Background: an optimization exercise with open tools, aiming at small area. Do not read the settings as production practice. Function was checked by simulation only, so behaviour that the tests miss may differ from the original. Power figures rest on the tool's default switching activity, not on a simulated workload.

## TopModule
module TopModule(
    input clk,
    input rst_n,
    input wire [3:0] sample_rate,
    input [3:0] data_in,
    input coeff_write,
    input [7:0] coeff_in,
    input [6:0] coeff_addr,
    input wire new_symbol,
    output wire [11:0] data_out,
    output reg data_out_valid
);
clock: 6.0 ns
lec_check: 0
cap_margin: 20
core_margin: 2
core_utilization: 70
cts_buf_list: sky130_fd_sc_hd__clkbuf_16
cts_cluster_diameter: 80
cts_cluster_size: 26
slew_margin: 20
synth_hierarchical: 1
run.sh (not shown) runs the stock make flow with config.mk's settings and CLKGATE_MAP_FILE= SYNTH_SCRIPT=/design/flow/synth_recipe.tcl, a recipe that flattens the netlist after the stock synthesis.
Change:
--- a/flow/config.mk
+++ b/flow/config.mk
@@ -9,6 +9,3 @@
 export CORE_MARGIN = 2
-export CORE_UTILIZATION = 70
-export CTS_BUF_LIST = sky130_fd_sc_hd__clkbuf_16
-export CTS_CLUSTER_DIAMETER = 80
-export CTS_CLUSTER_SIZE = 26
+export CORE_UTILIZATION = 40
 export SLEW_MARGIN = 20
Final area came out higher by 5.7%; flip-flop and latch count stays the same; non-clock buffer count came out higher by 132; synthesized cell count is unchanged; power came out higher by 23%; global-route usage came out lower by 21 points; core utilization came out lower by 30 points.

========
TopModule again, from the RTL that the note above started with.
Settings: LEC_CHECK=0, CAP_MARGIN=20, CORE_MARGIN=2, CORE_UTILIZATION=60, CTS_BUF_LIST=sky130_fd_sc_hd__clkbuf_16, CTS_CLUSTER_DIAMETER=80, CTS_CLUSTER_SIZE=26, SLEW_MARGIN=20, SYNTH_HIERARCHICAL=1; clock period 6.0 ns.
The baseline completed with no timing, DRC or antenna violations.
==> next run, changes <==
--- a/flow/config.mk
+++ b/flow/config.mk
@@ -10,4 +10,4 @@
-export CORE_UTILIZATION = 60
-export CTS_BUF_LIST = sky130_fd_sc_hd__clkbuf_16
-export CTS_CLUSTER_DIAMETER = 80
-export CTS_CLUSTER_SIZE = 26
+export CORE_UTILIZATION = 65
+export CTS_BUF_LIST = sky130_fd_sc_hd__clkbuf_8 sky130_fd_sc_hd__clkbuf_16
+export CTS_CLUSTER_DIAMETER = 60
+export CTS_CLUSTER_SIZE = 20
Synthesized area is unchanged.
Global-route usage goes up by 2.7 points.
Setup slack is worse by 0.075 ns.
Cell count goes down by about 1.1%.
Utilization came out higher by 6.2 points.
Total power climbs by 7.3%.
Cell area rises by 0.79%.
Via count rises by about 2%.
==> next run, changes <==
==> flow/config.mk (replaced) <==
export PLATFORM = sky130hd
export DESIGN_NAME = TopModule
export DESIGN_NICKNAME = TopModule
export VERILOG_FILES = /design/flow/design.v
export SDC_FILE = /design/flow/constraint.sdc
export NUM_CORES = 4
export LEC_CHECK = 0
export CAP_MARGIN = 10
export CORE_MARGIN = 2
export CORE_UTILIZATION = 60
export CTS_BUF_LIST = sky130_fd_sc_hd__clkbuf_16
export CTS_CLUSTER_DIAMETER = 80
export CTS_CLUSTER_SIZE = 26
export GPL_TIMING_DRIVEN = 0
export SLEW_MARGIN = 10
export SYNTH_HIERARCHICAL = 1
=> With this change the flow finished but failed the layout checks on setup timing; final area stays flat; cell count rose by 3.8%; wire length fell by 1.4%; synthesized area stays the same; die area went up by 8.2%; setup slack gets worse by 0.39 ns; global-route usage came out lower by 4.8 points; register-to-register slack degrades by 0.39 ns; sequential share of layout area is about the same; total power fell by 5.9%; sequential power is about the same.

========
## JK
Starting RTL as in the previous note.
make LEC_CHECK=0 CAP_MARGIN=20 CORE_MARGIN=2 CORE_UTILIZATION=75 CTS_BUF_LIST=sky130_fd_sc_hd__clkbuf_16 CTS_CLUSTER_DIAMETER=90 CTS_CLUSTER_SIZE=28 PLACE_DENSITY=0.75 SLEW_MARGIN=20 SYNTH_HIERARCHICAL=1 finish   # period 6.0 ns
Changes in MS relative to JK:
- CORE_UTILIZATION changed from 75 to 70
- CTS_CLUSTER_DIAMETER changed from 90 to 80
- CTS_CLUSTER_SIZE changed from 28 to 26
--- outcome ---
- As of MS, fmax had fallen by a few percent compared to JK.
- Sort MS and JK by tapcell count, descending, and MS comes first.
- Looking only at relative contribution of combinational cells to total power, and setting everything else aside, the higher value of MS and JK goes to JK.
- The switching power as a share of total power number comes out higher for MS vs JK.
- MS vs JK: non-clock buffer total of the final layout up
- Summary of MS over JK: setup slack shrank by 250 ps, register area held steady, met2 usage shrank by 2.8 points, total power after layout grew by 4.9%.
Input-level comparison between AL and MS:
- CTS_CLUSTER_SIZE: 26 -> 30
- CTS_CLUSTER_DIAMETER: 80 -> 70
- PLACE_DENSITY: 0.75 -> unset
- CORE_UTILIZATION: 70 -> 60
### Flow results
Of MS and AL, the higher largest stage delay on the critical path belongs to MS.
In terms of register clock-pin slew on the reported worst setup and hold paths, AL and MS differ only marginally.
u_fir_filter.st0[100] as the capture point of the critical path was reported by AL, and u_fir_filter.st0[29] by MS.
From MS to AL the numbers moved as follows: first-iteration DRC count fell by about 20%, met2 routing resource usage after global routing dropped 9.6 points.
Of MS and AL, the run reporting the lower final worst setup slack was MS.
Compared with MS, AL instantiates a larger number of standard cells.
AL against MS; power consumption is up by a little under 10%.
Minimum clock period after layout on AL is ahead of MS.
Relative to MS, vertical die dimension has increased by 7.9% in AL.
The flow did not stop early for AL: all stages ran, and the layout cleared the timing, DRC and antenna checks.
Compared with MS, in AL global-route wire length before repair stayed essentially flat, combinational-cell power consumption fell by about 14%.
Setup changes, AL to TR
- CTS_CLUSTER_SIZE now 28, was 30
- PLACE_DENSITY now 0.75, previously not set
- CTS_CLUSTER_DIAMETER now 90, was 70
- CORE_UTILIZATION now 70, was 60
## What came out
The final layout from TR, which completed every stage, passed the timing, DRC and antenna checks at the end of the flow. The global-route wire length before repair in TR sits 0.44% below the value recorded for AL. In the reports for AL and TR, the larger depth of the critical timing path with buffers and inverters included belongs to AL. Maximum frequency: TR < AL. Combinational share of power for TR: 0.7 points up relative to AL.
Edits applied to the flow inputs when going from TR to PW:
- swapping 28 for 16 in CTS_CLUSTER_SIZE
- swapping 90 for 50 in CTS_CLUSTER_DIAMETER
- swapping sky130_fd_sc_hd__clkbuf_16 for sky130_fd_sc_hd__clkbuf_8 in CTS_BUF_LIST
- swapping 70 for 65 in CORE_UTILIZATION
- clearing PLACE_DENSITY, which used to be 0.75
==> comparison <==
The flow did not stop early for PW: all stages ran, and the layout cleared the timing, DRC and antenna checks.
Per the comparison of PW with TR, power share of the combinational group dropped 0.6 points, number of distinct library cell variants in the gate-level netlist after synthesis roughly the same.
Initial core utilization: higher on TR
Diff TR -> PW: peak ir drop on the vdd network lower, critical path depth higher, share of cells above drive strength 1 higher.
Library cell contributing the largest single delay on the critical path = dfxtp_1: TR; library cell contributing the largest single delay on the critical path = fa_1: PW

[re-timing with driven ports]
Ports are ideal in the flow. The routed layouts listed here were re-timed in OpenROAD. Step 1 (the two cells are an assumption about what drives the block):
set clk [get_ports {clk}]
set_driving_cell -lib_cell sky130_fd_sc_hd__clkbuf_16 $clk
set_driving_cell -lib_cell sky130_fd_sc_hd__buf_2 [delete_from_list [all_inputs] $clk]
Step 2 adds t to the input delays and takes it off the output delays; t is the mean of the earliest and latest rising clock arrival at the registers after step 1. Input paths then give back, and output paths get back, about the clock's delay inside the block. Three values: no drivers, after step 1, after step 2; two values: the first two.
run	t (ns)	setup WS [ns]	worst setup path after step 2
the first run of note 1	0.839	0.411 / 0.411 / 0.411	register to register
the second run of note 1	0.950	0.201 / 0.201 / 0.201	register to register
the first run of note 2	0.847	0.363 / 0.363 / 0.363	register to register
the second run of note 2	0.875	0.288 / 0.288 / 0.288	register to register
the third run of note 2	0.840	-0.107 / -0.107 / -0.107	register to register
JK	0.873	0.372 / 0.372 / 0.372	register to register
MS	0.825	0.118 / 0.118 / 0.118	register to register
AL	0.845	0.312 / 0.312 / 0.312	register to register
TR	0.835	0.179 / 0.179 / 0.179	register to register
PW	0.996	0.284 / 0.284 / 0.284	register to register
